This is an optimization exercise on Yosys and OpenROAD, whose aim is small area, not a production implementation. At most, simulation tests tie the RTL to the original design; equivalence was not proved. No functional check of the RTL was part of run 1. Power figures rest on the tool's default switching activity, not on a simulated workload. The clock port is modelled as an ideal driver; clocking choices that lean on that would not hold on a real chip.

File: config.mk
export PLATFORM = sky130hd
export DESIGN_NAME = conv
export DESIGN_NICKNAME = conv
export VERILOG_FILES = /design/flow/design.v
export SDC_FILE = /design/flow/constraint.sdc
export NUM_CORES = 4
export LEC_CHECK = 0
export ABC_AREA = 0
export CAP_MARGIN = 0
export CORE_MARGIN = 2
export CORE_UTILIZATION = 40
export CTS_CLUSTER_DIAMETER = 150
export CTS_CLUSTER_SIZE = 25
export GPL_TIMING_DRIVEN = 0
export SLEW_MARGIN = 0
export SYNTH_HIERARCHICAL = 1
File: constraint.sdc
create_clock -name core_clock -period 7.5 [get_ports {clk}]
set_input_delay 1.5000 -clock core_clock [delete_from_list [all_inputs] [get_ports {clk}]]
set_output_delay 1.5000 -clock core_clock [all_outputs]
set_load 0.01 [all_outputs]
File: design.v
module conv(
  input clk,
  input reset,
  input [15:0] pxl_in,
  output [15:0] pxl_out,
  output [9:0] count,
  output valid
);
  reg [15:0] r00;
  reg [15:0] r01;
  reg p_r01_14_1;
  reg [15:0] r02;
  reg p_r02_14_1;
  reg [15:0] r10;
  reg p_r10_14_1;
  reg [15:0] r11;
  reg [15:0] r12;
  reg [15:0] r20;
  reg [15:0] r21;
  reg [15:0] r22;
  reg p_r22_13_1;
  reg p_r22_14_1;
  reg p_r22_14_2;
  reg [25*16-1:0] line1;
  wire [15:0] line1_o = line1[25*16-1:24*16];
  reg [25*16-1:0] line2;
  wire [15:0] line2_o = line2[25*16-1:24*16];
  wire s1, c2;
  ha us1 (pxl_in[1], pxl_in[0], s1, c2);
  wire s3, c4;
  fa us3 (pxl_in[2], pxl_in[1], c2, s3, c4);
  wire s5, c6;
  fa us5 (pxl_in[3], pxl_in[2], c4, s5, c6);
  wire s7, c8;
  fa us7 (pxl_in[4], pxl_in[3], c6, s7, c8);
  wire s9, c10;
  fa us9 (pxl_in[5], pxl_in[4], c8, s9, c10);
  wire s11, c12;
  fa us11 (pxl_in[6], pxl_in[5], c10, s11, c12);
  wire s13, c14;
  fa us13 (pxl_in[7], pxl_in[6], c12, s13, c14);
  wire s15, c16;
  fa us15 (pxl_in[8], pxl_in[7], c14, s15, c16);
  wire s17, c18;
  fa us17 (pxl_in[9], pxl_in[8], c16, s17, c18);
  wire s19, c20;
  fa us19 (pxl_in[10], pxl_in[9], c18, s19, c20);
  wire s21, c22;
  fa us21 (pxl_in[11], pxl_in[10], c20, s21, c22);
  wire s23, c24;
  fa us23 (pxl_in[12], pxl_in[11], c22, s23, c24);
  wire s25, c26;
  fa us25 (pxl_in[13], pxl_in[12], c24, s25, c26);
  wire s27, c28;
  ha us27 (pxl_in[14], pxl_in[13], s27, c28);
  wire x29;
  xo ux29 (pxl_in[15], pxl_in[14], x29);
  wire x30;
  xo ux30 (x29, c28, x30);
  wire s31, c32;
  ha us31 (pxl_in[2], pxl_in[0], s31, c32);
  wire s33, c34;
  fa us33 (pxl_in[3], pxl_in[1], c32, s33, c34);
  wire s35, c36;
  fa us35 (pxl_in[4], pxl_in[2], c34, s35, c36);
  wire s37, c38;
  fa us37 (pxl_in[5], pxl_in[3], c36, s37, c38);
  wire s39, c40;
  fa us39 (pxl_in[6], pxl_in[4], c38, s39, c40);
  wire s41, c42;
  fa us41 (pxl_in[7], pxl_in[5], c40, s41, c42);
  wire s43, c44;
  fa us43 (pxl_in[8], pxl_in[6], c42, s43, c44);
  wire s45, c46;
  fa us45 (pxl_in[9], pxl_in[7], c44, s45, c46);
  wire s47, c48;
  fa us47 (pxl_in[10], pxl_in[8], c46, s47, c48);
  wire s49, c50;
  fa us49 (pxl_in[11], pxl_in[9], c48, s49, c50);
  wire s51, c52;
  fa us51 (pxl_in[12], pxl_in[10], c50, s51, c52);
  wire s53, c54;
  fa us53 (pxl_in[13], pxl_in[11], c52, s53, c54);
  wire s55, c56;
  fa us55 (pxl_in[14], pxl_in[12], c54, s55, c56);
  wire x57;
  xo ux57 (pxl_in[15], pxl_in[13], x57);
  wire x58;
  xo ux58 (x57, c56, x58);
  wire s59, c60;
  ha us59 (pxl_in[3], pxl_in[0], s59, c60);
  wire s61, c62;
  fa us61 (pxl_in[4], pxl_in[1], c60, s61, c62);
  wire s63, c64;
  fa us63 (pxl_in[5], pxl_in[2], c62, s63, c64);
  wire s65, c66;
  fa us65 (pxl_in[6], pxl_in[3], c64, s65, c66);
  wire s67, c68;
  fa us67 (pxl_in[7], pxl_in[4], c66, s67, c68);
  wire s69, c70;
  fa us69 (pxl_in[8], pxl_in[5], c68, s69, c70);
  wire s71, c72;
  fa us71 (pxl_in[9], pxl_in[6], c70, s71, c72);
  wire s73, c74;
  fa us73 (pxl_in[10], pxl_in[7], c72, s73, c74);
  wire s75, c76;
  fa us75 (pxl_in[11], pxl_in[8], c74, s75, c76);
  wire s77, c78;
  fa us77 (pxl_in[12], pxl_in[9], c76, s77, c78);
  wire s79, c80;
  fa us79 (pxl_in[13], pxl_in[10], c78, s79, c80);
  wire s81, c82;
  fa us81 (pxl_in[14], pxl_in[11], c80, s81, c82);
  wire x83;
  xo ux83 (pxl_in[15], pxl_in[12], x83);
  wire x84;
  xo ux84 (x83, c82, x84);
  wire s85, c86;
  ha us85 (pxl_in[0], s5, s85, c86);
  wire s87, c88;
  fa us87 (pxl_in[1], c86, s7, s87, c88);
  wire s89, c90;
  fa us89 (pxl_in[2], s9, c88, s89, c90);
  wire s91, c92;
  fa us91 (s59, s11, c90, s91, c92);
  wire s93, c94;
  fa us93 (s61, s13, c92, s93, c94);
  wire s95, c96;
  fa us95 (s63, s15, c94, s95, c96);
  wire s97, c98;
  fa us97 (s65, s17, c96, s97, c98);
  wire s99, c100;
  fa us99 (s67, s19, c98, s99, c100);
  wire s101, c102;
  fa us101 (s69, s21, c100, s101, c102);
  wire s103, c104;
  fa us103 (s71, s23, c102, s103, c104);
  wire s105, c106;
  fa us105 (s73, s25, c104, s105, c106);
  wire s107, c108;
  fa us107 (s27, s75, c26, s107, c108);
  wire s109, c110;
  ha us109 (s107, c106, s109, c110);
  wire x111;
  xo ux111 (x30, s77, x111);
  wire x112;
  xo ux112 (x111, c108, x112);
  wire x113;
  xo ux113 (x112, c110, x113);
  wire s114, c115;
  ha us114 (r00[0], pxl_in[0], s114, c115);
  wire s116, c117;
  fa us116 (r00[1], pxl_in[1], c115, s116, c117);
  wire s118, c119;
  fa us118 (r00[2], pxl_in[2], c117, s118, c119);
  wire s120, c121;
  fa us120 (r00[3], s59, c119, s120, c121);
  wire s122, c123;
  fa us122 (r00[4], s61, c121, s122, c123);
  wire s124, c125;
  fa us124 (r00[5], s63, c123, s124, c125);
  wire i126 = ~s124;
  wire s127, c128;
  ha us127 (pxl_in[0], i126, s127, c128);
  wire s129, c130;
  fa us129 (r00[6], s65, c125, s129, c130);
  wire i131 = ~s129;
  wire s132, c133;
  fa us132 (s1, c128, i131, s132, c133);
  wire s134, c135;
  fa us134 (r00[7], s67, c130, s134, c135);
  wire i136 = ~s134;
  wire s137, c138;
  fa us137 (s3, c133, i136, s137, c138);
  wire s139, c140;
  fa us139 (r00[8], s69, c135, s139, c140);
  wire i141 = ~s139;
  wire s142, c143;
  fa us142 (s5, i141, c138, s142, c143);
  wire s144, c145;
  fa us144 (r00[9], s71, c140, s144, c145);
  wire i146 = ~s144;
  wire s147, c148;
  fa us147 (s7, i146, c143, s147, c148);
  wire s149, c150;
  fa us149 (r00[10], s73, c145, s149, c150);
  wire i151 = ~s149;
  wire s152, c153;
  fa us152 (s9, i151, c148, s152, c153);
  wire s154, c155;
  fa us154 (r00[11], s75, c150, s154, c155);
  wire i156 = ~s154;
  wire s157, c158;
  fa us157 (s11, i156, c153, s157, c158);
  wire s159, c160;
  fa us159 (r00[12], s77, c155, s159, c160);
  wire i161 = ~s159;
  wire s162, c163;
  fa us162 (s13, i161, c158, s162, c163);
  wire s164, c165;
  fa us164 (r00[13], s79, c160, s164, c165);
  wire i166 = ~s164;
  wire s167, c168;
  fa us167 (s15, i166, c163, s167, c168);
  wire s169, c170;
  fa us169 (r00[14], s81, c165, s169, c170);
  wire i171 = ~s169;
  wire s172, c173;
  ha us172 (s17, i171, s172, c173);
  wire x174;
  xo ux174 (r00[15], s19, x174);
  wire x175;
  xo ux175 (x174, x84, x175);
  wire x176;
  xo ux176 (x175, c170, x176);
  wire x177;
  xo ux177 (x176, c173, x177);
  wire s178, c179;
  ha us178 (r01[0], pxl_in[0], s178, c179);
  wire s180, c181;
  fa us180 (r01[1], c179, s1, s180, c181);
  wire s182, c183;
  fa us182 (r01[2], s3, c181, s182, c183);
  wire s184, c185;
  fa us184 (r01[3], s5, c183, s184, c185);
  wire s186, c187;
  fa us186 (r01[4], s7, c185, s186, c187);
  wire s188, c189;
  fa us188 (pxl_in[0], s9, c187, s188, c189);
  wire i190 = ~s188;
  wire s191, c192;
  ha us191 (r01[5], i190, s191, c192);
  wire s193, c194;
  fa us193 (pxl_in[1], s11, c189, s193, c194);
  wire i195 = ~s193;
  wire s196, c197;
  fa us196 (r01[6], c192, i195, s196, c197);
  wire s198, c199;
  fa us198 (pxl_in[2], s13, c194, s198, c199);
  wire i200 = ~s198;
  wire s201, c202;
  fa us201 (r01[7], c197, i200, s201, c202);
  wire s203, c204;
  fa us203 (pxl_in[3], s15, c199, s203, c204);
  wire i205 = ~s203;
  wire s206, c207;
  fa us206 (r01[8], i205, c202, s206, c207);
  wire s208, c209;
  fa us208 (pxl_in[4], s17, c204, s208, c209);
  wire i210 = ~s208;
  wire s211, c212;
  fa us211 (r01[9], i210, c207, s211, c212);
  wire s213, c214;
  fa us213 (pxl_in[5], s19, c209, s213, c214);
  wire i215 = ~s213;
  wire s216, c217;
  fa us216 (r01[10], i215, c212, s216, c217);
  wire s218, c219;
  fa us218 (pxl_in[6], s21, c214, s218, c219);
  wire i220 = ~s218;
  wire s221, c222;
  fa us221 (r01[11], i220, c217, s221, c222);
  wire s223, c224;
  fa us223 (pxl_in[7], s23, c219, s223, c224);
  wire i225 = ~s223;
  wire s226, c227;
  fa us226 (r01[12], i225, c222, s226, c227);
  wire s228, c229;
  fa us228 (pxl_in[8], s25, c224, s228, c229);
  wire i230 = ~s228;
  wire s231, c232;
  fa us231 (r01[13], i230, c227, s231, c232);
  wire s233, c234;
  fa us233 (pxl_in[9], s27, c26, s233, c234);
  wire i235 = ~s233;
  wire s236, c237;
  fa us236 (r01[14], p_r01_14_1, i235, s236, c237);
  wire i238 = ~c229;
  wire s239, c240;
  ha us239 (i238, s236, s239, c240);
  wire x241;
  xo ux241 (r01[15], pxl_in[10], x241);
  wire x242;
  xo ux242 (x241, x30, x242);
  wire x243;
  xo ux243 (x242, c234, x243);
  wire x244;
  xo ux244 (x243, c237, x244);
  wire x245;
  xo ux245 (x244, c240, x245);
  wire s246, c247;
  ha us246 (r02[14], p_r02_14_1, s246, c247);
  wire x248;
  xo ux248 (r02[15], c247, x248);
  wire i249 = ~line1_o[0];
  wire s250, c251;
  ha us250 (i249, pxl_in[0], s250, c251);
  wire i252 = ~line1_o[1];
  wire s253, c254;
  fa us253 (i252, c251, s1, s253, c254);
  wire i255 = ~line1_o[2];
  wire s256, c257;
  fa us256 (i255, s3, c254, s256, c257);
  wire i258 = ~line1_o[3];
  wire s259, c260;
  fa us259 (i258, s5, c257, s259, c260);
  wire s261, c262;
  fa us261 (pxl_in[0], s7, c260, s261, c262);
  wire i263 = ~line1_o[4];
  wire s264, c265;
  ha us264 (i263, s261, s264, c265);
  wire s266, c267;
  fa us266 (line1_o[5], s1, s9, s266, c267);
  wire s268, c269;
  fa us268 (c262, c265, s266, s268, c269);
  wire s270, c271;
  fa us270 (line1_o[6], s3, s11, s270, c271);
  wire s272, c273;
  fa us272 (c267, c269, s270, s272, c273);
  wire s274, c275;
  fa us274 (line1_o[7], s5, s13, s274, c275);
  wire s276, c277;
  fa us276 (c271, s274, c273, s276, c277);
  wire s278, c279;
  fa us278 (line1_o[8], s7, s15, s278, c279);
  wire s280, c281;
  fa us280 (c275, s278, c277, s280, c281);
  wire s282, c283;
  fa us282 (line1_o[9], s9, s17, s282, c283);
  wire s284, c285;
  fa us284 (c279, s282, c281, s284, c285);
  wire s286, c287;
  fa us286 (line1_o[10], s11, s19, s286, c287);
  wire s288, c289;
  fa us288 (c283, s286, c285, s288, c289);
  wire s290, c291;
  fa us290 (line1_o[11], s13, s21, s290, c291);
  wire s292, c293;
  fa us292 (c287, s290, c289, s292, c293);
  wire s294, c295;
  fa us294 (line1_o[12], s15, s23, s294, c295);
  wire s296, c297;
  fa us296 (c291, s294, c293, s296, c297);
  wire s298, c299;
  fa us298 (line1_o[13], s17, s25, s298, c299);
  wire s300, c301;
  fa us300 (c295, s298, c297, s300, c301);
  wire s302, c303;
  fa us302 (line1_o[14], s27, s19, s302, c303);
  wire s304, c305;
  fa us304 (s302, c26, c299, s304, c305);
  wire x306;
  xo ux306 (line1_o[15], x30, x306);
  wire x307;
  xo ux307 (x306, s21, x307);
  wire x308;
  xo ux308 (c303, x307, x308);
  wire x309;
  xo ux309 (x308, c305, x309);
  wire s310, c311;
  ha us310 (r10[0], pxl_in[0], s310, c311);
  wire s312, c313;
  fa us312 (r10[1], pxl_in[1], c311, s312, c313);
  wire s314, c315;
  fa us314 (r10[2], s31, c313, s314, c315);
  wire s316, c317;
  fa us316 (r10[3], s33, c315, s316, c317);
  wire s318, c319;
  fa us318 (r10[4], pxl_in[0], s35, s318, c319);
  wire s320, c321;
  ha us320 (c317, s318, s320, c321);
  wire s322, c323;
  fa us322 (r10[5], pxl_in[1], s37, s322, c323);
  wire s324, c325;
  fa us324 (c319, c321, s322, s324, c325);
  wire s326, c327;
  fa us326 (r10[6], pxl_in[2], s39, s326, c327);
  wire s328, c329;
  fa us328 (c323, c325, s326, s328, c329);
  wire s330, c331;
  fa us330 (r10[7], pxl_in[3], s41, s330, c331);
  wire s332, c333;
  fa us332 (c327, s330, c329, s332, c333);
  wire s334, c335;
  fa us334 (r10[8], pxl_in[4], s43, s334, c335);
  wire s336, c337;
  fa us336 (c331, s334, c333, s336, c337);
  wire s338, c339;
  fa us338 (r10[9], pxl_in[5], s45, s338, c339);
  wire s340, c341;
  fa us340 (c335, s338, c337, s340, c341);
  wire s342, c343;
  fa us342 (r10[10], pxl_in[6], s47, s342, c343);
  wire s344, c345;
  fa us344 (c339, s342, c341, s344, c345);
  wire s346, c347;
  fa us346 (r10[11], pxl_in[7], s49, s346, c347);
  wire s348, c349;
  fa us348 (c343, s346, c345, s348, c349);
  wire s350, c351;
  fa us350 (r10[12], pxl_in[8], s51, s350, c351);
  wire s352, c353;
  fa us352 (c347, s350, c349, s352, c353);
  wire s354, c355;
  fa us354 (r10[13], pxl_in[9], s53, s354, c355);
  wire s356, c357;
  fa us356 (c351, s354, c353, s356, c357);
  wire s358, c359;
  fa us358 (r10[14], p_r10_14_1, pxl_in[10], s358, c359);
  wire s360, c361;
  fa us360 (s358, s55, c355, s360, c361);
  wire s362, c363;
  ha us362 (c357, s360, s362, c363);
  wire x364;
  xo ux364 (r10[15], pxl_in[11], x364);
  wire x365;
  xo ux365 (x364, c359, x365);
  wire x366;
  xo ux366 (x365, x58, x366);
  wire x367;
  xo ux367 (x366, c361, x367);
  wire x368;
  xo ux368 (x367, c363, x368);
  wire s369, c370;
  ha us369 (r11[0], pxl_in[0], s369, c370);
  wire s371, c372;
  fa us371 (r11[1], pxl_in[1], c370, s371, c372);
  wire s373, c374;
  fa us373 (r11[2], s31, c372, s373, c374);
  wire s375, c376;
  fa us375 (r11[3], pxl_in[0], s33, s375, c376);
  wire s377, c378;
  ha us377 (c374, s375, s377, c378);
  wire s379, c380;
  fa us379 (r11[4], s1, c376, s379, c380);
  wire s381, c382;
  fa us381 (s35, c378, s379, s381, c382);
  wire s383, c384;
  fa us383 (r11[5], s3, c380, s383, c384);
  wire s385, c386;
  fa us385 (s37, c382, s383, s385, c386);
  wire s387, c388;
  fa us387 (r11[6], s5, c384, s387, c388);
  wire s389, c390;
  fa us389 (s39, s387, c386, s389, c390);
  wire s391, c392;
  fa us391 (r11[7], s7, c388, s391, c392);
  wire s393, c394;
  fa us393 (s41, s391, c390, s393, c394);
  wire s395, c396;
  fa us395 (r11[8], s9, s43, s395, c396);
  wire s397, c398;
  fa us397 (c392, s395, c394, s397, c398);
  wire s399, c400;
  fa us399 (r11[9], s11, s45, s399, c400);
  wire s401, c402;
  fa us401 (c396, s399, c398, s401, c402);
  wire s403, c404;
  fa us403 (r11[10], s13, s47, s403, c404);
  wire s405, c406;
  fa us405 (c400, s403, c402, s405, c406);
  wire s407, c408;
  fa us407 (r11[11], s15, s49, s407, c408);
  wire s409, c410;
  fa us409 (c404, s407, c406, s409, c410);
  wire s411, c412;
  fa us411 (r11[12], s17, s51, s411, c412);
  wire s413, c414;
  fa us413 (c408, s411, c410, s413, c414);
  wire s415, c416;
  fa us415 (r11[13], s19, s53, s415, c416);
  wire s417, c418;
  fa us417 (c412, s415, c414, s417, c418);
  wire s419, c420;
  fa us419 (r11[14], s21, s55, s419, c420);
  wire s421, c422;
  fa us421 (c416, s419, c418, s421, c422);
  wire x423;
  xo ux423 (r11[15], s23, x423);
  wire x424;
  xo ux424 (x423, x58, x424);
  wire x425;
  xo ux425 (x424, c420, x425);
  wire x426;
  xo ux426 (x425, c422, x426);
  wire i427 = ~pxl_in[0];
  wire s428, c429;
  ha us428 (line2_o[3], i427, s428, c429);
  wire i430 = ~pxl_in[1];
  wire s431, c432;
  fa us431 (line2_o[4], i430, c429, s431, c432);
  wire i433 = ~s31;
  wire s434, c435;
  fa us434 (line2_o[5], i433, c432, s434, c435);
  wire i436 = ~s33;
  wire s437, c438;
  fa us437 (line2_o[6], i436, c435, s437, c438);
  wire i439 = ~s35;
  wire s440, c441;
  fa us440 (line2_o[7], i439, c438, s440, c441);
  wire i442 = ~s37;
  wire s443, c444;
  fa us443 (line2_o[8], i442, c441, s443, c444);
  wire i445 = ~s39;
  wire s446, c447;
  fa us446 (line2_o[9], i445, c444, s446, c447);
  wire i448 = ~s41;
  wire s449, c450;
  fa us449 (line2_o[10], i448, c447, s449, c450);
  wire i451 = ~s43;
  wire s452, c453;
  fa us452 (line2_o[11], i451, c450, s452, c453);
  wire i454 = ~s45;
  wire s455, c456;
  fa us455 (line2_o[12], i454, c453, s455, c456);
  wire i457 = ~s47;
  wire s458, c459;
  fa us458 (line2_o[13], i457, c456, s458, c459);
  wire i460 = ~s49;
  wire s461, c462;
  fa us461 (line2_o[14], i460, c459, s461, c462);
  wire x463;
  xo ux463 (line2_o[15], s51, x463);
  wire x464;
  xo ux464 (x463, c462, x464);
  wire s465, c466;
  ha us465 (r20[0], pxl_in[0], s465, c466);
  wire s467, c468;
  fa us467 (r20[1], pxl_in[1], c466, s467, c468);
  wire s469, c470;
  fa us469 (r20[2], pxl_in[2], c468, s469, c470);
  wire s471, c472;
  fa us471 (r20[3], s59, c470, s471, c472);
  wire s473, c474;
  fa us473 (r20[4], pxl_in[0], s61, s473, c474);
  wire s475, c476;
  ha us475 (s473, c472, s475, c476);
  wire s477, c478;
  fa us477 (r20[5], pxl_in[1], c474, s477, c478);
  wire s479, c480;
  fa us479 (s63, s477, c476, s479, c480);
  wire s481, c482;
  fa us481 (r20[6], s31, c478, s481, c482);
  wire s483, c484;
  fa us483 (s65, s481, c480, s483, c484);
  wire s485, c486;
  fa us485 (r20[7], s33, c482, s485, c486);
  wire s487, c488;
  fa us487 (s67, s485, c484, s487, c488);
  wire s489, c490;
  fa us489 (r20[8], s35, c486, s489, c490);
  wire s491, c492;
  fa us491 (s69, s489, c488, s491, c492);
  wire s493, c494;
  fa us493 (r20[9], s37, s71, s493, c494);
  wire s495, c496;
  fa us495 (c490, s493, c492, s495, c496);
  wire s497, c498;
  fa us497 (r20[10], s39, s73, s497, c498);
  wire s499, c500;
  fa us499 (c494, s497, c496, s499, c500);
  wire s501, c502;
  fa us501 (r20[11], s41, s75, s501, c502);
  wire s503, c504;
  fa us503 (c498, s501, c500, s503, c504);
  wire s505, c506;
  fa us505 (r20[12], s43, s77, s505, c506);
  wire s507, c508;
  fa us507 (c502, s505, c504, s507, c508);
  wire s509, c510;
  fa us509 (r20[13], s45, s79, s509, c510);
  wire s511, c512;
  fa us511 (c506, s509, c508, s511, c512);
  wire s513, c514;
  fa us513 (r20[14], s47, s81, s513, c514);
  wire s515, c516;
  fa us515 (c510, s513, c512, s515, c516);
  wire x517;
  xo ux517 (r20[15], s49, x517);
  wire x518;
  xo ux518 (x517, x84, x518);
  wire x519;
  xo ux519 (x518, c514, x519);
  wire x520;
  xo ux520 (x519, c516, x520);
  wire s521, c522;
  ha us521 (r21[1], i427, s521, c522);
  wire i523 = ~s1;
  wire s524, c525;
  fa us524 (r21[2], c522, i523, s524, c525);
  wire i526 = ~s3;
  wire s527, c528;
  fa us527 (r21[3], i526, c525, s527, c528);
  wire s529, c530;
  fa us529 (r21[4], i427, c528, s529, c530);
  wire i531 = ~s5;
  wire s532, c533;
  ha us532 (i531, s529, s532, c533);
  wire s534, c535;
  fa us534 (r21[5], c530, c533, s534, c535);
  wire i536 = ~s534;
  wire s537, c538;
  fa us537 (pxl_in[1], s7, i536, s537, c538);
  wire s539, c540;
  fa us539 (pxl_in[2], s9, c538, s539, c540);
  wire i541 = ~s539;
  wire s542, c543;
  fa us542 (r21[6], c535, i541, s542, c543);
  wire s544, c545;
  fa us544 (pxl_in[3], s11, c540, s544, c545);
  wire i546 = ~s544;
  wire s547, c548;
  fa us547 (r21[7], c543, i546, s547, c548);
  wire s549, c550;
  fa us549 (pxl_in[4], s13, c545, s549, c550);
  wire i551 = ~s549;
  wire s552, c553;
  fa us552 (r21[8], i551, c548, s552, c553);
  wire s554, c555;
  fa us554 (pxl_in[5], s15, c550, s554, c555);
  wire i556 = ~s554;
  wire s557, c558;
  fa us557 (r21[9], i556, c553, s557, c558);
  wire s559, c560;
  fa us559 (pxl_in[6], s17, c555, s559, c560);
  wire i561 = ~s559;
  wire s562, c563;
  fa us562 (r21[10], i561, c558, s562, c563);
  wire s564, c565;
  fa us564 (pxl_in[7], s19, c560, s564, c565);
  wire i566 = ~s564;
  wire s567, c568;
  fa us567 (r21[11], i566, c563, s567, c568);
  wire s569, c570;
  fa us569 (pxl_in[8], s21, c565, s569, c570);
  wire i571 = ~s569;
  wire s572, c573;
  fa us572 (r21[12], i571, c568, s572, c573);
  wire s574, c575;
  fa us574 (pxl_in[9], s23, c570, s574, c575);
  wire i576 = ~s574;
  wire s577, c578;
  ha us577 (r21[13], i576, s577, c578);
  wire i579 = ~r21[14];
  wire s580, c581;
  fa us580 (i579, pxl_in[10], s25, s580, c581);
  wire x582;
  xo ux582 (r21[15], pxl_in[11], x582);
  wire x583;
  xo ux583 (x582, s27, x583);
  wire x584;
  xo ux584 (x583, c26, x584);
  wire x585;
  xo ux585 (x584, c581, x585);
  wire i586 = ~r22[5];
  wire i587 = ~r22[14];
  wire i588 = ~p_r22_14_1;
  wire i589 = ~r22[0];
  wire s590, c591;
  xn us590 (r22[1], r22[0], s590);
  o2 uc591 (r22[1], r22[0], c591);
  wire s592, c593;
  ha us592 (r22[2], c591, s592, c593);
  wire s594, c595;
  xn us594 (r22[3], c593, s594);
  o2 uc595 (r22[3], c593, c595);
  wire s596, c597;
  xn us596 (r22[4], c595, s596);
  o2 uc597 (r22[4], c595, c597);
  wire s598, c599;
  xn us598 (i586, c597, s598);
  o2 uc599 (i586, c597, c599);
  wire s600, c601;
  ha us600 (r22[6], c599, s600, c601);
  wire s602, c603;
  ha us602 (r22[7], c601, s602, c603);
  wire s604, c605;
  ha us604 (r22[8], c603, s604, c605);
  wire s606, c607;
  ha us606 (r22[9], c605, s606, c607);
  wire s608, c609;
  ha us608 (r22[10], c607, s608, c609);
  wire s610, c611;
  ha us610 (r22[11], c609, s610, c611);
  wire s612, c613;
  ha us612 (r22[12], c611, s612, c613);
  wire s614, c615;
  fa us614 (r22[13], p_r22_13_1, c613, s614, c615);
  wire s616, c617;
  fa us616 (p_r22_14_2, i587, i588, s616, c617);
  wire s618, c619;
  xn us618 (s616, c615, s618);
  o2 uc619 (s616, c615, c619);
  wire x620;
  xo ux620 (r22[15], c617, x620);
  wire x621;
  xo ux621 (x620, c619, x621);
  wire i622 = ~x621;
  wire [15:0] line1_i = {x248, s246, r02[13], r02[12], r02[11], r02[10], r02[9], r02[8], r02[7], r02[6], r02[5], r02[4], r02[3], r02[2], r02[1], r02[0]};
  wire [15:0] line2_i = {r12[15], r12[14], r12[13], r12[12], r12[11], r12[10], r12[9], r12[8], r12[7], r12[6], r12[5], r12[4], r12[3], r12[2], r12[1], r12[0]};
  assign pxl_out = {i622, s618, s614, s612, s610, s608, s606, s604, s602, s600, s598, s596, s594, s592, s590, i589};
  always @(posedge clk) begin
    r00 <= {x113, s109, s105, s103, s101, s99, s97, s95, s93, s91, s89, s87, s85, s3, s1, pxl_in[0]};
    r01 <= {x177, s172, s167, s162, s157, s152, s147, s142, s137, s132, s127, s122, s120, s118, s116, s114};
    p_r01_14_1 <= c168;
    r02 <= {x245, s239, s231, s226, s221, s216, s211, s206, s201, s196, s191, s186, s184, s182, s180, s178};
    p_r02_14_1 <= c232;
    r10 <= {x309, s304, s300, s296, s292, s288, s284, s280, s276, s272, s268, s264, s259, s256, s253, s250};
    p_r10_14_1 <= c301;
    r11 <= {x368, s362, s356, s352, s348, s344, s340, s336, s332, s328, s324, s320, s316, s314, s312, s310};
    r12 <= {x426, s421, s417, s413, s409, s405, s401, s397, s393, s389, s385, s381, s377, s373, s371, s369};
    r20 <= {x464, s461, s458, s455, s452, s449, s446, s443, s440, s437, s434, s431, s428, line2_o[2], line2_o[1], line2_o[0]};
    r21 <= {x520, s515, s511, s507, s503, s499, s495, s491, s487, s483, s479, s475, s471, s469, s467, s465};
    r22 <= {x585, s580, s577, s572, s567, s562, s557, s552, s547, s542, s537, s532, s527, s524, s521, r21[0]};
    p_r22_13_1 <= c573;
    p_r22_14_1 <= c575;
    p_r22_14_2 <= c578;
    line1 <= {line1[24*16-1:0], line1_i};
    line2 <= {line2[24*16-1:0], line2_i};
  end
  reg [9:0] counter;
  wire [10:0] cy;
  wire [9:0] cn;
  assign cy[0] = 1'b1;
  genvar gi;
  generate for (gi = 0; gi < 10; gi = gi + 1) begin : inc
    assign cn[gi] = counter[gi] ^ cy[gi];
    assign cy[gi+1] = counter[gi] & cy[gi];
  end endgenerate
  always @(posedge clk) begin
    if (reset) counter <= 10'd0;
    else counter <= cn;
  end
  assign count = counter;
  wire [7:0] ce = counter[9:2];
  wire [1:0] w1 = ce[0] + ce[3] + ce[6];
  wire [1:0] w2 = ce[1] + ce[4] + ce[7];
  wire [1:0] w4 = ce[2] + ce[5];
  wire [4:0] vs7 = w1 + {w2, 1'b0} + {w4, 2'b0};
  wire m0 = (vs7 == 5'd0) | (vs7 == 5'd7) | (vs7 == 5'd14);
  wire ge = (|ce[7:4]) | (&ce[3:0]);
  wire le = (ce <= 8'd196);
  assign valid = ge & le & ~(counter[1] & m0);
endmodule
module fa(input a, input b, input c, output s, output co);
  assign s = a ^ b ^ c;
  assign co = (a & b) | (c & (a ^ b));
endmodule
module ha(input a, input b, output s, output co);
  assign s = a ^ b;
  assign co = a & b;
endmodule
module xo(input a, input b, output s);
  assign s = a ^ b;
endmodule
module xn(input a, input b, output s);
  assign s = ~(a ^ b);
endmodule
module o2(input a, input b, output s);
  assign s = a | b;
endmodule
File: flow/run.sh
#!/bin/bash
# The standard layout (standard.sh) with two changes: the port buffers are
# the two-strength buffer cell, and clock tree synthesis puts up to 33 flip-flops
# (within 90 um) on one leaf buffer and adds no dummy loads.
# ORFS writes each step's full log under orfs/logs/; make's output goes to
# standard.log.
set -euo pipefail
export BUFFER_PORTS_ARGS="-buffer_cell sky130_fd_sc_hd__buf_2"
export CTS_ARGS="-sink_clustering_enable -repair_clock_nets -dont_use_dummy_load -sink_clustering_size 33 -sink_clustering_max_diameter 90"
bash standard.sh > standard.log 2>&1
File: standard.sh
#!/bin/bash
# synth_recipe.tcl (not shown) runs the flow's synth.tcl, then flattens the netlist and writes it again
# the make line also repeats each setting of config.mk as NAME=value (left out here)
make -C /OpenROAD-flow-scripts/flow DESIGN_CONFIG=/design/flow/config.mk WORK_HOME=/design/flow/orfs CLKGATE_MAP_FILE= SYNTH_SCRIPT=/design/flow/synth_recipe.tcl "${@:-finish}"
==> metrics.md, run 1 <==
| Metric | Value |
|---|---|
| Hold slack final | 0.2502 ns |
| Worst hold path startpoint | line1[211] |
| Unique masters post-synth | 24 |
| Vert. Die Dim | 255.5 um |
| Max_slew headroom | 59.60% |
| ANT nets after route | 0 |
| Switch Pwr | 3552 uW |
| Root buffer cell | clkbuf_16 |
| Status | finished clean |
| Yosys reg bits | 960 |
| Layout cells sized above 1 | 10.04% |
| Critical-path top delay cell | fa_2 |
| RSZ-0062 raised after global routing | true |
| Largest net degree at the start of global routing | 34 |
| # fillers | 5465 |
| IO buf count | 44 |
| Num CTS Buffers | 39 |
| FMAX | 0.1349 GHz |
| Worst IR Drop VDD | 253.4 uV |
| Diodes inserted | 0 |
| P&R area growth vs syn | 9.786% |
| Post-DP HPWL | 21.07 mm |
| Crit Reg-Reg Endpoint | r01[15] |
| Rows | 92 |
| Nets | 1773 |
| Place WS | -1.089 ns |
| Multi-input gate area in the final layout | 5828 um^2 |
| Worst Path Arrival | 7.87 ns |
| Leakage | 0.01154 uW |
| Critical R2R Launch | r00[0] |
| Period Utilization, post-route | 98.85% |
| Crit path kind | primary input to flip-flop |
| WL/cell | 13.53 um |
| CP max FO | 18 |
| CTS Hold Bufs | 0 |
| DR DRC count | 0 |
| CTS tree | done |
| Longest Clk Path Bufs | 3 |
| Chip width | 255.5 um |
| PD cells | 491.6 nW/um^2 |
| Switch share | 26.02% |
| First-pass GRT wire length | 53.77 mm |
| Placed standard-cell area | 26650 um^2 |
| Initial DRC count | 349 |
| Mean post-synth cell area | 18.17 um^2 |
| Worst-Skew Late Latency | 0.56 ns |
| DRT Pass-1 Iters | 4 |
| Hold path depth | 0 |
| Synth warnings | 7 |
| Pint | 10100 uW |
| Final hold vios | 0 |
| Total wire length | 31.54 mm |
| Required time worst endpoint | 7.95 ns |
| CP max stage delay | 0.51 ns |
| GR Overflow Total | 0 |
| R2r setup slk | 0.95 ns |
| CP cell instances | buf_12 -> ha_1 -> fa_2 -> fa_1 -> fa_1 -> fa_1 -> fa_1 -> fa_1 -> fa_1 -> fa_1 -> fa_1 -> fa_1 -> fa_1 -> fa_1 -> fa_1 -> fa_1 -> xor2_1 |
| Post-Route Skew | 0.06918 ns |
| Setup TNS | 0 ns |
| Core ar. | 62740 um^2 |
| WHS Endpoint | line1[227] |
| Crit path from | pxl_in[0] |
| R2r worst-path depth | 18 |
| Commonest non-fill, non-tap cell in the layout | dfxtp_1 |
| I/O pin cnt | 45 |
| Placer Congestion | 0.7623 |
| Worst setup EP type | flip-flop |
| Synth Net Count | 1679 |
| Worst-margin pin slew | 0.6053 ns |
| Vias in the first global route | 9858 |
| Synth Instances | 1392 |
| Most frequent cells in the layout | dfxtp_1, fa_1, inv_1, xor2_1, ha_1 |
| Flop pwr share | 62.3% |
| DIE AREA | 65250 um^2 |
| CP Launch Type | primary input |
| Total GRT Usage | 10.36% |
| Reg clk slew, reported paths | 0.11 ns |
| Via count | 9088 |
| Seq/Total Area, Yosys | 75.99% |
| Minimum clock period | 7.414 ns |
| Worst Hold Class | flip-flop to flip-flop |
| Setup violations, final | 0 |
| Gate power share | 20.8% |
| CTS sink count | 960 |
| Worst Setup Slack, final | 0.08595 ns |
| CTS H-tree lvls | 2 |
| Overall Power | 13650 uW |
| Post-layout instance area | 27770 um^2 |
| Cell mode on critical path | fa_1 |
| Vias/cell | 3.900 |
| Initial core utilization | 40.31% |
| Antenna violations before repair | 4 |
| Clock power share | 16.9% |
| Synthesized cell area | 25290 um^2 |
| Max cap viols | 0 |
| Slew Limit Fails | 0 |
| FF/Latch Area | 19220 um^2 |
==> routing by layer <==
metal	track usage [%]	routed length, um	part of all wire (%)	vias to the layer above
met5	0	53	0.17	-
met4	2.713	703	2.2	8
met3	2.589	1291	4.1	56
met2	15.91	14110	45	81
met1	14.70	15370	49	4560
li1	-	-	-	4383
==> per-module statistics from Yosys, one instance, submodules excluded <==
module | cells inside | area, um^2 | times used | flip-flops and latches
fa | 1 | 20.02 | 222 | 0
o2 | 1 | 6.256 | 5 | 0
conv | 1082 | 19960 | 1 | 960
ha | 1 | 12.51 | 34 | 0
xn | 1 | 8.758 | 5 | 0
xo | 1 | 8.758 | 44 | 0
==> synth_stat cells <==
master | n | area [um^2]
nor2b_1 | 9 | 56.30
nor4_1 | 1 | 6.260
xor2_1 | 45 | 394.1
dfxtp_1 | 960 | 19220
ha_1 | 45 | 563.0
nor2_1 | 3 | 11.26
inv_1 | 61 | 229.0
nand4b_1 | 1 | 8.760
o311a_1 | 2 | 20.02
nand4_1 | 1 | 6.260
buf_4 | 16 | 120.1
or3_1 | 1 | 6.260
and2_1 | 1 | 6.260
nand3_1 | 2 | 10.01
nor3_1 | 1 | 5.000
xnor2_1 | 6 | 52.55
a211oi_2 | 1 | 12.51
a21o_1 | 1 | 7.510
and4b_4 | 1 | 13.76
o21ai_0 | 1 | 5.000
or2_1 | 5 | 31.28
fa_1 | 224 | 4484
nand3b_1 | 2 | 15.01
nand2_1 | 2 | 7.510
==> critical path, delay by kind of cell <==
| kind | cells | cell delay [ns] |
|---|---|---|
| XOR/XNOR | 1 | 0.18 |
| buffers and inverters | 1 | 0.16 |
| adder cells (fa/ha/maj) | 15 | 6.00 |
==> how the worst max path moves through the flow <==
stage / to / cells past startpoint
finish: r12[15] / 17
global route: r12[15] / 17
CTS: r10[13] / 16
detailed placement: r02[13] / 17
global placement: r02[13] / 17
floorplan: r22[13] / 19
==> state kept, by name, summed over array words and instances (netlist names) <==
signal      cells
p_r22_14_2      1
p_r22_14_1      1
p_r02_14_1      1
r22            16
r20            16
r00            16
r01            16
line1         400
r12            16
p_r01_14_1      1
p_r22_13_1      1
line2         400
r02            16
r21            16
r10            16
p_r10_14_1      1
counter        10
r11            16
==> through the flow <==
step | std cells | utilization (%)
finish | 2330 | 44.26
global route | 2330 | 44.26
CTS | 2321 | 44.11
detailed placement | 2282 | 42.48
global placement | 2282 | 42.48
floorplan | 1392 | -
==> cells by family (layout without fill, tap and decap cells) <==
| logic type | after synthesis | after routing | synth area share, % |
|---|---|---|---|
| buffers and inverters | 77 | 169 | 1.380 |
| adders and majority gates | 269 | 269 | 19.96 |
| xor gates and xnor gates | 51 | 51 | 1.766 |
| AOI/OAI and AO/OA | 5 | 5 | 0.1781 |
| DFF | 960 | 960 | 75.99 |
| and+or+nand+nor | 30 | 30 | 0.7273 |
==> what timing repair did <==
item,CTS,global route
endpoints found under the setup margin,17,7
gates cloned,0,0
buffers inserted,0,9
resized for setup,11,9
==> final cells by class <==
class,count,share of cell area (%)
plain buffers,16,0.4326
clock buffers,39,3.515
inverters,61,0.8247
multi-input cells,355,20.99
flip-flops and latches,960,69.22
well taps,846,3.812
repair buffers,53,1.208
==> power groups by stage <==
| stage | clock, uW | combinational, uW | sequential [uW] |
|---|---|---|---|
| 5_1_grt | 2590 | 3360 | 8810 |
| 4_1_cts | 2420 | 3000 | 8590 |
| 6_report | 2310 | 2840 | 8500 |
| 3_5_place_dp | 0 | 2940 | 8650 |
| 3_3_place_gp | 0 | 2960 | 8630 |
| 2_1_floorplan | 0 | 1890 | 8350 |
==> inputs of run 2 (changes only) <==
--- a/design.v
+++ b/design.v
@@ -656,39 +656,39 @@
   wire i587 = ~r22[14];
   wire i588 = ~p_r22_14_1;
-  wire i589 = ~r22[0];
-  wire s590, c591;
-  xn us590 (r22[1], r22[0], s590);
+  assign pxl_out[0] = ~r22[0];
+  wire c591;
+  xn us590 (r22[1], r22[0], pxl_out[1]);
   o2 uc591 (r22[1], r22[0], c591);
-  wire s592, c593;
-  ha us592 (r22[2], c591, s592, c593);
-  wire s594, c595;
-  xn us594 (r22[3], c593, s594);
+  wire c593;
+  ha us592 (r22[2], c591, pxl_out[2], c593);
+  wire c595;
+  xn us594 (r22[3], c593, pxl_out[3]);
   o2 uc595 (r22[3], c593, c595);
-  wire s596, c597;
-  xn us596 (r22[4], c595, s596);
+  wire c597;
+  xn us596 (r22[4], c595, pxl_out[4]);
   o2 uc597 (r22[4], c595, c597);
-  wire s598, c599;
-  xn us598 (i586, c597, s598);
+  wire c599;
+  xn us598 (i586, c597, pxl_out[5]);
   o2 uc599 (i586, c597, c599);
-  wire s600, c601;
-  ha us600 (r22[6], c599, s600, c601);
-  wire s602, c603;
-  ha us602 (r22[7], c601, s602, c603);
-  wire s604, c605;
-  ha us604 (r22[8], c603, s604, c605);
-  wire s606, c607;
-  ha us606 (r22[9], c605, s606, c607);
-  wire s608, c609;
-  ha us608 (r22[10], c607, s608, c609);
-  wire s610, c611;
-  ha us610 (r22[11], c609, s610, c611);
-  wire s612, c613;
-  ha us612 (r22[12], c611, s612, c613);
-  wire s614, c615;
-  fa us614 (r22[13], p_r22_13_1, c613, s614, c615);
+  wire c601;
+  ha us600 (r22[6], c599, pxl_out[6], c601);
+  wire c603;
+  ha us602 (r22[7], c601, pxl_out[7], c603);
+  wire c605;
+  ha us604 (r22[8], c603, pxl_out[8], c605);
+  wire c607;
+  ha us606 (r22[9], c605, pxl_out[9], c607);
+  wire c609;
+  ha us608 (r22[10], c607, pxl_out[10], c609);
+  wire c611;
+  ha us610 (r22[11], c609, pxl_out[11], c611);
+  wire c613;
+  ha us612 (r22[12], c611, pxl_out[12], c613);
+  wire c615;
+  fa us614 (r22[13], p_r22_13_1, c613, pxl_out[13], c615);
   wire s616, c617;
   fa us616 (p_r22_14_2, i587, i588, s616, c617);
-  wire s618, c619;
-  xn us618 (s616, c615, s618);
+  wire c619;
+  xn us618 (s616, c615, pxl_out[14]);
   o2 uc619 (s616, c615, c619);
   wire x620;
@@ -696,8 +696,7 @@
   wire x621;
   xo ux621 (x620, c619, x621);
-  wire i622 = ~x621;
+  assign pxl_out[15] = ~x621;
   wire [15:0] line1_i = {x248, s246, r02[13], r02[12], r02[11], r02[10], r02[9], r02[8], r02[7], r02[6], r02[5], r02[4], r02[3], r02[2], r02[1], r02[0]};
   wire [15:0] line2_i = {r12[15], r12[14], r12[13], r12[12], r12[11], r12[10], r12[9], r12[8], r12[7], r12[6], r12[5], r12[4], r12[3], r12[2], r12[1], r12[0]};
-  assign pxl_out = {i622, s618, s614, s612, s610, s608, s606, s604, s602, s600, s598, s596, s594, s592, s590, i589};
   always @(posedge clk) begin
     r00 <= {x113, s109, s105, s103, s101, s99, s97, s95, s93, s91, s89, s87, s85, s3, s1, pxl_in[0]};
==> run 2 against run 1 <==
Compared with the run above: still clean; cell area down 0.46%; sequential cell count unchanged; total power down 0.84%; maximum frequency up 0.40%; register-to-register slack better by 0.05 ns; synthesized cell count down 1.1%; critical path depth unchanged; cell count down 0.99%; non-clock buffer count down 13; global-route usage up 0.28 points; sequential power about the same; utilization up 0.36 points; critical endpoint unchanged.
==> metrics.md, run 2 <==
| Metric | Value |
|---|---|
| Status | finished clean |
| Longest Clk Path Bufs | 3 (unchanged) |
| CTS Hold Bufs | 0 (unchanged) |
| Number of flops mapped to enable cells by yosys | 0 (unchanged) |
| # fillers | 5432 (-0.60%) |
| DRT Pass-1 Iters | 4 (unchanged) |
| Critical-path top delay cell | fa_2 |
| Worst Path Arrival | 7.83 ns (-0.04 ns) |
| Max cap viols | 0 (unchanged) |
| CTS sink count | 960 (unchanged) |
| Unique masters post-synth | 23 (-4.2%) |
| Rows | 91 (-1.1%) |
| Antenna violations before repair | 4 (unchanged) |
| I/O pin cnt | 45 (unchanged) |
| Final hold vios | 0 (unchanged) |
| Root buffer cell | clkbuf_16 |
| Leakage | 0.01147 uW (-0.62%) |
| P&R area growth vs syn | 9.798% (about the same) |
| Total GRT Usage | 10.64% (+0.28 points) |
| Mean post-synth cell area | 18.29 um^2 (+0.68%) |
| Post-DP HPWL | 21.14 mm (+0.30%) |
| Worst-margin pin slew | 0.6699 ns (+0.06456 ns) |
| Synthesized cell area | 25170 um^2 (-0.47%) |
| Placer Congestion | 0.7666 (+0.56%) |
| CP max stage delay | 0.51 ns (about the same) |
| Reg clk slew, reported paths | 0.11 ns (about the same) |
| Diodes inserted | 0 (unchanged) |
| IO buf count | 44 (unchanged) |
| Top Registers | line1 x400, line2 x400 |
| ANT nets after route | 0 (unchanged) |
| Worst IR Drop VDD | 289.8 uV (+14%) |
| DR DRC count | 0 (unchanged) |
| Post-Route Skew | 0.06942 ns (+0.0002441 ns) |
| Synth Instances | 1376 (-1.1%) |
| Core ar. | 61940 um^2 (-1.3%) |
| Seq/Total Area, Yosys | 76.35% (+0.36 points) |
| Required time worst endpoint | 7.95 ns (about the same) |
| GR Overflow Total | 0 (unchanged) |
| Minimum clock period | 7.384 ns (-0.02969 ns) |
| Period Utilization, post-route | 98.46% (-0.40 points) |
| Crit path kind | primary input to flip-flop |
| Initial core utilization | 40.64% (+0.32 points) |
| PD cells | 489.8 nW/um^2 (-0.37%) |
| Total wire length | 31.81 mm (+0.88%) |
| Vias in the first global route | 9951 (+0.94%) |
| Synth area leader | dfxtp_1 |
| Setup violations, final | 0 (unchanged) |
| Met3 WL | 1.316 mm (+1.9%) |
| Worst-Skew Late Latency | 0.60 ns (+0.04 ns) |
| Uppermost routed layer | met5 |
| Post-layout instance area | 27640 um^2 (-0.46%) |
| Worst setup EP type | flip-flop |
| CP cell instances | buf_8 -> ha_1 -> fa_2 -> fa_1 -> fa_1 -> fa_1 -> fa_1 -> fa_1 -> fa_1 -> fa_1 -> fa_2 -> fa_1 -> fa_1 -> fa_1 -> fa_1 -> fa_1 -> xor2_1 |
| Placed standard-cell area | 26520 um^2 (-0.49%) |
| Initial DRC count | 272 (-22%) |
| Worst Hold Class | flip-flop to flip-flop |
| DIE AREA | 64950 um^2 (-0.47%) |
| Synth warnings | 7 (unchanged) |
| Vias/cell | 3.928 (+0.72%) |
| Max_slew headroom | 55.29% (-4.3 points) |
| Ys flop type | dfxtp_1 |
| First-pass GRT wire length | 53.65 mm (-0.22%) |
| Commonest non-fill, non-tap cell in the layout | dfxtp_1 |
| Post-synth top cells | dfxtp_1, fa_1, inv_1, ha_1, xor2_1 |
| FF/Latch Area | 19220 um^2 (unchanged) |
| Buf/Inv on CP | 1 (unchanged) |
| Wire length on met1 | 15.28 mm (-0.60%) |
| CP max FO | 11 (-7) |
| Nets | 1759 (-0.79%) |
| Vert. Die Dim | 254.9 um (-0.23%) |
| CTS H-tree lvls | 2 (unchanged) |
| Cell mode on critical path | fa_1 |
| Setup TNS | 0 ns (unchanged) |
| R2r worst-path depth | 18 (unchanged) |
| Top-count cell post-synth | dfxtp_1 |
| FMAX | 0.1354 GHz (+0.40%) |
| Num CTS Buffers | 38 (-2.6%) |
| Top cell type's share of synthesized area | 76.35% (+0.36 points) |
| Yosys reg bits | 960 (unchanged) |
| Hold path depth | 0 (unchanged) |
| Most frequent cells in the layout | dfxtp_1, fa_1, inv_1, xor2_1, ha_1 |
| Critical path depth in cells | 17 (unchanged) |
| Met2 wire length | 14.38 mm (+1.9%) |
| Chip width | 254.9 um (-0.23%) |
| Slew Limit Fails | 0 (unchanged) |
| CTS tree | done |
| WL/cell | 13.79 um (+1.9%) |
| Synth Net Count | 1663 (-0.95%) |
| CP Launch Type | primary input |
| Largest net degree at the start of global routing | 34 (unchanged) |
| Async SR Flop Fraction | 0% (unchanged) |
| Layout cells sized above 1 | 9.116% (-0.92 points) |
| Multi-input gate area in the final layout | 5826 um^2 (about the same) |
| Main area contributors after synthesis | dfxtp_1, fa_1, ha_1, xor2_1, inv_1 |
| Via count | 9063 (-0.28%) |
| Delay-heaviest family, CP | adder cells |
## run 2: cell count changes in the layout (fill, tap and decap cells not counted), sizes merged
cell | previous run | this run
clkbuf | 40 | 39
buf | 68 | 55
## run 2: cell families (layout without fill, tap and decap cells)
group / after synthesis / after routing / share of synthesized area, %
flip-flops: 960 / 960 / 76.35
adder cells (fa/ha/maj): 269 / 269 / 20.05
buffers and inverters: 61 / 155 / 0.9097
XOR/XNOR: 51 / 51 / 1.775
AND/OR/NAND/NOR: 30 / 30 / 0.7307
AO/OA/AOI/OAI: 5 / 5 / 0.1789
## run 2: what timing repair did
| item | 4_1_cts | 5_1_grt |
|---|---|---|
| gates resized for setup | 11 | 7 |
| cloned | 0 | 0 |
| buffers inserted | 0 | 12 |
| setup endpoints to repair | 17 | 7 |
| pin swaps | 0 | 2 |
## run 2: layer usage
metal	GRT usage [%]	up-vias
met5	0	-
met4	3.141	8
met3	2.654	62
met2	16.28	89
met1	15.01	4560
li1	-	4344
## run 2: path summary, 6_finish.rpt
path | start | end | slack [ns]
hold / removal | line2[151] | line2[167] | 0.29
setup / recovery | pxl_in[2] | r12[15] | 0.12
hold reg to reg | line2[151] | line2[167] | 0.29
setup reg to reg | r00[0] | r01[15] | 1.00
## run 2: through the flow
step                power (uW)  util, %  hold WS, ns  setup WS (ns)  cells
floorplan                10140        -       0.3096       -0.01296   1376
global placement         11450    42.81       0.3101         -1.123   2257
detailed placement       11470    42.81       0.3121         -1.114   2257
CTS                      13880    44.42       0.2873        0.01495   2295
global route             14660    44.62       0.2876      -0.003176   2307
finish                   13540    44.62       0.2863         0.1156   2307
## run 2: where the power goes
group	switching, uW	leakage (uW)	internal, uW	total, uW
Sequential	721	0.00810	7790	8510
Clock	1370	0.000468	918	2290
Combinational	1450	0.00290	1290	2740
Total	3550	0.0115	9990	13500
## run 2: final cells by class
class	count	share of cell area, %
sequential	960	69.54
multi-input combinational	355	21.08
tap	837	3.789
clock buffer	38	3.441
timing repair buffer	56	1.322
inverter	61	0.8285
## run 2: modules after synthesis, one instance, submodules excluded
module  flops+latches  cells inside  cell area (um^2)
fa                  0             1             20.02
xo                  0             1             8.758
o2                  0             1             6.256
xn                  0             1             8.758
ha                  0             1             12.51
conv              960          1066             19840
==> inputs of run 3 (changes only) <==
--- a/flow/run.sh
+++ b/flow/run.sh
@@ -1,5 +1,5 @@
 #!/bin/bash
 # The standard layout (standard.sh) with two changes: the port buffers are
-# the two-strength buffer cell, and clock tree synthesis puts up to 33 flip-flops
+# the two-strength buffer cell (buf_2), and clock tree synthesis puts up to 33 flip-flops
 # (within 90 um) on one leaf buffer and adds no dummy loads.
 # ORFS writes each step's full log under orfs/logs/; make's output goes to
==> run 3 against run 2 <==
Compared with the run above: via count unchanged; worst setup slack unchanged; total power unchanged; clock skew did not move; sequential share of layout area unchanged; first-iteration DRC count stayed put; utilization did not move; clock-buffer cell count is the same; synthesized cell count stayed put; routed wire length unchanged; cell area unchanged; cell count unchanged; critical path type unchanged; critical endpoint unchanged; largest cell class unchanged; highest routed layer unchanged.
==> metrics.md, run 3 <==
| Metric | Value |
|---|---|
| Minimum clock period | 7.384 ns (unchanged) |
| Slew Limit Fails | 0 (unchanged) |
| ANT nets after route | 0 (unchanged) |
| Worst-Skew Late Latency | 0.60 ns (about the same) |
| Worst Setup Slack, final | 0.1156 ns (unchanged) |
| PD cells | 489.8 nW/um^2 (unchanged) |
| Vias/cell | 3.928 (unchanged) |
| Mean post-synth cell area | 18.29 um^2 (unchanged) |
| Period Utilization, post-route | 98.46% (unchanged) |
| WL/cell | 13.79 um (unchanged) |
| Layout cells sized above 1 | 9.116% (unchanged) |
| Overall Power | 13540 uW (unchanged) |
| I/O pin cnt | 45 (unchanged) |
| Total GRT Usage | 10.64% (unchanged) |
| Worst Path Arrival | 7.83 ns (about the same) |
| Core ar. | 61940 um^2 (unchanged) |
| Post-DP HPWL | 21.14 mm (unchanged) |
| Diodes inserted | 0 (unchanged) |
| Most frequent cells in the layout | dfxtp_1, fa_1, inv_1, xor2_1, ha_1 |
| Chip width | 254.9 um (unchanged) |
| Reg clk slew, reported paths | 0.11 ns (about the same) |
| DRT Pass-1 Iters | 4 (unchanged) |
| Worst IR Drop VDD | 289.8 uV (unchanged) |
| Vias in the first global route | 9951 (unchanged) |
| Required time worst endpoint | 7.95 ns (about the same) |
| Final hold vios | 0 (unchanged) |
| Worst setup EP type | flip-flop |
| Commonest non-fill, non-tap cell in the layout | dfxtp_1 |
| Async SR Flop Fraction | 0% (unchanged) |
| R2r setup slk | 1.00 ns (about the same) |
| Yosys reg bits | 960 (unchanged) |
| First-pass GRT wire length | 53.65 mm (unchanged) |
| Rows | 91 (unchanged) |
| Seq/Total Area, Yosys | 76.35% (unchanged) |
| CTS tree | done |
| Antenna violations before repair | 4 (unchanged) |
| Worst Hold Class | flip-flop to flip-flop |
| Top Registers | line1 x400, line2 x400 |
| # fillers | 5432 (unchanged) |
| Synthesized cell area | 25170 um^2 (unchanged) |
| FMAX | 0.1354 GHz (unchanged) |
| Post-synth top cells | dfxtp_1, fa_1, inv_1, ha_1, xor2_1 |
| Initial core utilization | 40.64% (unchanged) |
| Synth Instances | 1376 (unchanged) |
| CP max FO | 11 (unchanged) |
| DR DRC count | 0 (unchanged) |
| Number of flops mapped to enable cells by yosys | 0 (unchanged) |
| IO buf count | 44 (unchanged) |
| Worst-margin pin slew | 0.6699 ns (unchanged) |
| Status | finished clean |
| Vert. Die Dim | 254.9 um (unchanged) |
| CP Launch Type | primary input |
| Post-Route Skew | 0.06942 ns (unchanged) |
| CTS H-tree lvls | 2 (unchanged) |
| Largest net degree at the start of global routing | 34 (unchanged) |
| Unique masters post-synth | 23 (unchanged) |
| Placer Congestion | 0.7666 (unchanged) |
| Setup violations, final | 0 (unchanged) |
| Num CTS Buffers | 38 (unchanged) |
| Synth warnings | 7 (unchanged) |
| Max cap viols | 0 (unchanged) |
| Max_slew headroom | 55.29% (unchanged) |
| Leakage | 0.01147 uW (unchanged) |
| Post-layout instance area | 27640 um^2 (unchanged) |
| Synth area leader | dfxtp_1 |
| Longest Clk Path Bufs | 3 (unchanged) |
| Placed standard-cell area | 26520 um^2 (unchanged) |
| Total wire length | 31.81 mm (unchanged) |
| CTS sink count | 960 (unchanged) |
| P&R area growth vs syn | 9.798% (unchanged) |
| Via count | 9063 (unchanged) |
| Root buffer cell | clkbuf_16 |
| Initial DRC count | 272 (unchanged) |
| Main area contributors after synthesis | dfxtp_1, fa_1, ha_1, xor2_1, inv_1 |
| GR Overflow Total | 0 (unchanged) |
| Crit path kind | primary input to flip-flop |
| Top-count cell post-synth | dfxtp_1 |
| Top cell type's share of synthesized area | 76.35% (unchanged) |
| Ys flop type | dfxtp_1 |
| Nets | 1759 (unchanged) |
| DIE AREA | 64950 um^2 (unchanged) |
| Synth Net Count | 1663 (unchanged) |
| Place WS | -1.114 ns (unchanged) |
## run 3: cell counts after synthesis
Identical to the previous run, type by type.
## run 3: power breakdown
group | internal (uW) | leakage (uW) | switching [uW] | total [uW]
Clock | 918 | 0.000468 | 1370 | 2290
Combinational | 1290 | 0.00290 | 1450 | 2740
Sequential | 7790 | 0.00810 | 721 | 8510
## run 3: repair_timing
item                                    CTS  global route
setup buffers                             0            12
hold buffers                              0             0
pin swaps                                 0             2
endpoints found under the setup margin   17             7
resized for setup                        11             7
## run 3: worst max-delay path, cell delays in order
cell    delay (ns)
buf_8         0.14
ha_1          0.24
fa_2          0.51
fa_1          0.39
fa_1          0.45
fa_1          0.42
fa_1          0.43
fa_1          0.40
fa_1          0.38
fa_1          0.40
fa_2          0.37
fa_1          0.41
fa_1          0.41
fa_1          0.39
fa_1          0.38
fa_1          0.38
xor2_1        0.18
## run 3: final cells by class
class	count	area [um^2]	area share [%]
Clock buffer	38	950.9	3.441
Inverter	61	229.0	0.8285
Multi-Input combinational cell	355	5826	21.08
Sequential cell	960	19220	69.54
Tap cell	837	1047	3.789
Timing Repair Buffer	56	365.4	1.322
## run 3: layer usage
layer,global-route usage (%),vias to the layer above,routed length (um)
li1,-,4344,-
met5,0,-,46
met3,2.654,62,1316
met1,15.01,4560,15280
met2,16.28,89,14380
met4,3.141,8,793
## run 3: path summary, 6_finish.rpt
kind,cells past startpoint,to,start
hold reg to reg,0,line2[167],line2[151]
setup reg to reg,18,r01[15],r00[0]
hold / removal,0,line2[167],line2[151]
setup / recovery,17,r12[15],pxl_in[2]
## run 3: per-module statistics from Yosys, one instance, submodules excluded
module | cells inside | times used | area [um^2]
o2 | 1 | 5 | 6.256
fa | 1 | 222 | 20.02
ha | 1 | 34 | 12.51
xo | 1 | 44 | 8.758
xn | 1 | 5 | 8.758
conv | 1066 | 1 | 19840
## run 3: metrics by stage
stage | setup TNS (ns) | util (%) | hold WS, ns | cells
floorplan | -0.01296 | - | 0.3096 | 1376
global placement | -20.61 | 42.81 | 0.3101 | 2257
detailed placement | -21.30 | 42.81 | 0.3121 | 2257
CTS | 0 | 44.42 | 0.2873 | 2295
global route | -0.003176 | 44.62 | 0.2876 | 2307
finish | 0 | 44.62 | 0.2863 | 2307
## run 3: cells by family (layout without fill, tap and decap cells)
group / Yosys count / count (layout) / share of synthesized area (%)
AOI/OAI and AO/OA: 5 / 5 / 0.1789
xor gates and xnor gates: 51 / 51 / 1.775
DFF: 960 / 960 / 76.35
adders and majority gates: 269 / 269 / 20.05
buffers and inverters: 61 / 155 / 0.9097
and+or+nand+nor: 30 / 30 / 0.7307

afterwards: timing with drivers on the ports:
Ports are ideal in the flow. The routed layouts listed here were re-timed in OpenROAD.
Step 1 assumes that a clkbuf_16 drives the clock port and a buf_2 every other input.
Step 2, shift: input delay + t, output delay - t, t = (earliest + latest rising clock arrival at the registers) / 2. This alone moves slack from input paths to output paths.
Three values: ideal ports, drivers, drivers and shift; two values: the first two.
run | shift t [ns] | setup slack, ns | worst register clock-pin slew, ns | pins driven straight from the clock port
run 1 | 0.600 | 0.086 / 0.069 / -0.531 | 0.11 / 0.11 | 1
run 2 | 0.607 | 0.116 / 0.124 / -0.483 | 0.11 / 0.11 | 1
run 3 | 0.607 | 0.116 / 0.124 / -0.483 | 0.11 / 0.11 | 1
Met with ideal ports but missed after step 2: setup timing in every run listed. The setup slack of run 1, which loses most, moves by -0.017 ns with the drivers and by -0.617 ns with both steps.
